This design comes from an exercise in tuning for small area on the open sky130 flow, not from production work.
In this exercise RTL edits were held to simulation tests only and were not proved equivalent to the original.
Power and IR drop assume default switching activity.

JK:
// RegFile
module RegFile(  
   input clk,
   input reset,
   input [3:0] A1,
   input [3:0] A2,
   input [3:0] A3,    
   input [31:0] WD3,  
   input RegWrite,    
   input [31:0] PCPlus8,    
   output [31:0] RD1,    
   output [31:0] RD2    
   );
   reg [31:0] R [0:15];
   reg [15:0] v;
   integer i;
   always @(posedge clk) begin
      for (i = 0; i < 15; i = i + 1)
         if (RegWrite && A3 == i) R[i] <= WD3;
      R[15] <= PCPlus8;
   end
   always @(posedge clk or posedge reset) begin
      if (reset)
         v <= 16'b0;
      else begin
         for (i = 0; i < 15; i = i + 1)
            if (RegWrite && A3 == i) v[i] <= 1'b1;
         v[15] <= 1'b1;
      end
   end
   wire [15:0] s1, s2;
   genvar g, b;
   generate
      for (g = 0; g < 16; g = g + 1) begin : dec
         assign s1[g] = v[g] & (A1 == g);
         assign s2[g] = v[g] & (A2 == g);
      end
   endgenerate
   generate
      for (b = 0; b < 32; b = b + 1) begin : bits
         wire [15:0] col;
         for (g = 0; g < 16; g = g + 1) begin : c
            assign col[g] = R[g][b];
         end
         RegFile_rbit u1 (.s(s1), .d(col), .y(RD1[b]));
         RegFile_rbit u2 (.s(s2), .d(col), .y(RD2[b]));
      end
   endgenerate
endmodule
Size in the first run: ~1100 cells after synthesis, ~530 flip-flops, ~140 I/O pins, roughly 0.020 sq mm of cells after synthesis.
clock: 6.0 ns
lec_check: 0
cap_margin: 20
core_margin: 2
core_utilization: 75
slew_margin: 20
synth_hierarchical: 1
standard.sh (not shown) runs the stock make flow with config.mk's settings and CLKGATE_MAP_FILE= SYNTH_SCRIPT=/design/flow/synth_recipe.tcl, a recipe that flattens the netlist after the stock synthesis.
==> flow/flow/run.sh <==
#!/bin/bash
# Own layout flow: the standard ORFS flow, with
#  - one buf_1 buffer per input and output port (the standard flow picks a
#    larger delay buffer),
#  - clock tree synthesis with clkbuf_8 leaf clusters and no dummy loads.
# Every ORFS step writes its full log under orfs/logs/; make's own output goes
# to standard.log in the work folder.
set -euo pipefail
bash standard.sh \
  "BUFFER_PORTS_ARGS=-buffer_cell sky130_fd_sc_hd__buf_1" \
  "CTS_ARGS=-sink_clustering_enable -repair_clock_nets -dont_use_dummy_load -sink_clustering_size 24 -sink_clustering_max_diameter 40 -buf_list {sky130_fd_sc_hd__clkbuf_8}" \
  finish > standard.log 2>&1
JK did not stop at any stage, and its layout met the timing, design-rule and antenna checks.
Setup changes, JK to MS
- a change of CORE_UTILIZATION from 75 to 70
==> flow/run.sh (new file) <==
#!/bin/bash
# synth_recipe.tcl (not shown) runs the flow's synth.tcl, then flattens the netlist and writes it again
# the make line also repeats each setting of config.mk as NAME=value (left out here)
make -C /OpenROAD-flow-scripts/flow DESIGN_CONFIG=/design/flow/config.mk WORK_HOME=/design/flow/orfs CLKGATE_MAP_FILE= SYNTH_SCRIPT=/design/flow/synth_recipe.tcl finish
removed: flow/flow/run.sh
removed: flow/standard.sh
[summary]
Setup slack: MS less than JK. MS against JK: fraction of power spent switching nets went down, data arrival time of the critical path increased 0.68 ns, routed length per placed instance moved up, utilization went up 1.6 points. Of MS and JK, it is MS that has the lower total of fill cells in the finished design. Run comparison: MS termination of the worst setup path RD2[17]; JK termination of the worst setup path RD1[17]. Diff JK -> MS | effective utilization at floorplan | decrease of 4.8 points.

* * *

## before
Starting RTL as in the previous note.
Settings: LEC_CHECK=0, CAP_MARGIN=20, CORE_MARGIN=2, CORE_UTILIZATION=70, SLEW_MARGIN=20, SYNTH_HIERARCHICAL=1; clock period 6.0 ns.
==> flow/flow/run.sh <==
#!/bin/bash
# Own layout flow: the standard ORFS flow, with
#  - one buf_1 buffer per input and output port (the standard flow picks a
#    larger delay buffer),
#  - clock tree synthesis with clkbuf_8 leaf clusters and no dummy loads.
# Every ORFS step writes its full log under orfs/logs/; make's own output goes
# to standard.log in the work folder.
set -euo pipefail
bash standard.sh \
  "BUFFER_PORTS_ARGS=-buffer_cell sky130_fd_sc_hd__buf_1" \
  "CTS_ARGS=-sink_clustering_enable -repair_clock_nets -dont_use_dummy_load -sink_clustering_size 24 -sink_clustering_max_diameter 45 -buf_list {sky130_fd_sc_hd__clkbuf_8}" \
  finish > standard.log 2>&1
Here is what was changed in the inputs of after compared with before.
# before
export LEC_CHECK = 0
export CAP_MARGIN = 20
export CORE_MARGIN = 2
export CORE_UTILIZATION = 70
export SLEW_MARGIN = 20
export SYNTH_HIERARCHICAL = 1
create_clock -name core_clock -period 6.0 [get_ports {clk}]
# after
export LEC_CHECK = 0
export CAP_MARGIN = 20
export CORE_MARGIN = 2
export CORE_UTILIZATION = 60
export SLEW_MARGIN = 20
export SYNTH_HIERARCHICAL = 1
create_clock -name core_clock -period 6.0 [get_ports {clk}]
diff --git a/flow/flow/run.sh b/flow/flow/run.sh
--- a/flow/flow/run.sh
+++ b/flow/flow/run.sh
@@ -10,3 +10,3 @@
   "BUFFER_PORTS_ARGS=-buffer_cell sky130_fd_sc_hd__buf_1" \
-  "CTS_ARGS=-sink_clustering_enable -repair_clock_nets -dont_use_dummy_load -sink_clustering_size 24 -sink_clustering_max_diameter 45 -buf_list {sky130_fd_sc_hd__clkbuf_8}" \
+  "CTS_ARGS=-sink_clustering_enable -repair_clock_nets -dont_use_dummy_load -sink_clustering_size 20 -sink_clustering_max_diameter 40 -buf_list {sky130_fd_sc_hd__clkbuf_8}" \
   finish > standard.log 2>&1
==> run notes <==
after has setup slack below what before had. Compared to before, after has core utilization 10 points lower. A cell with the biggest individual delay on the critical path of sky130_fd_sc_hd__and4_1 is what after shows, while sky130_fd_sc_hd__and3_1 belongs to before. Looking only at global router's overall resource usage, and setting everything else aside, the higher value of after and before goes to before. | proportion of final cell area spent on non-clock buffers | after vs before | ≈ equal |. Compared before against after; required arrival time at the worst endpoint within noise.

## static timing again, ports no longer ideal
The results above use ideal ports. As a check the final layouts listed here were re-extracted and re-timed, cells and wires unchanged.
Step 1 assumes that a clkbuf_16 drives the clock port and a buf_2 every other input.
Step 2 moves the port delays by t, midway between the first and last clock arrival at a register: inputs arrive t later, outputs are due t later. That takes back most of the time a late clock gives input paths.
a / b / c = ideal / step 1 / step 2; a / b = the first two.
| run | shift t [ns] | slack for setup (ns) | worst register clock-pin slew, ns | worst slew at a driven data input, ns | pins driven straight from the clock port |
|---|---|---|---|---|---|
| JK | 0.636 | 1.177 / 1.154 / 1.154 | 0.11 / 0.11 | 0.05 | 1 |
| MS | 0.610 | 0.505 / 0.482 / 0.482 | 0.07 / 0.07 | 0.06 | 1 |
| before | 0.629 | 1.143 / 1.116 / 1.116 | 0.11 / 0.11 | 0.06 | 1 |
| after | 0.687 | 1.132 / 1.110 / 1.110 | 0.10 / 0.10 | 0.06 | 1 |
After both steps every run listed still meets setup and hold. For before, which loses most, drivers alone change the setup slack by -0.027 ns; drivers and shift together by -0.027 ns.
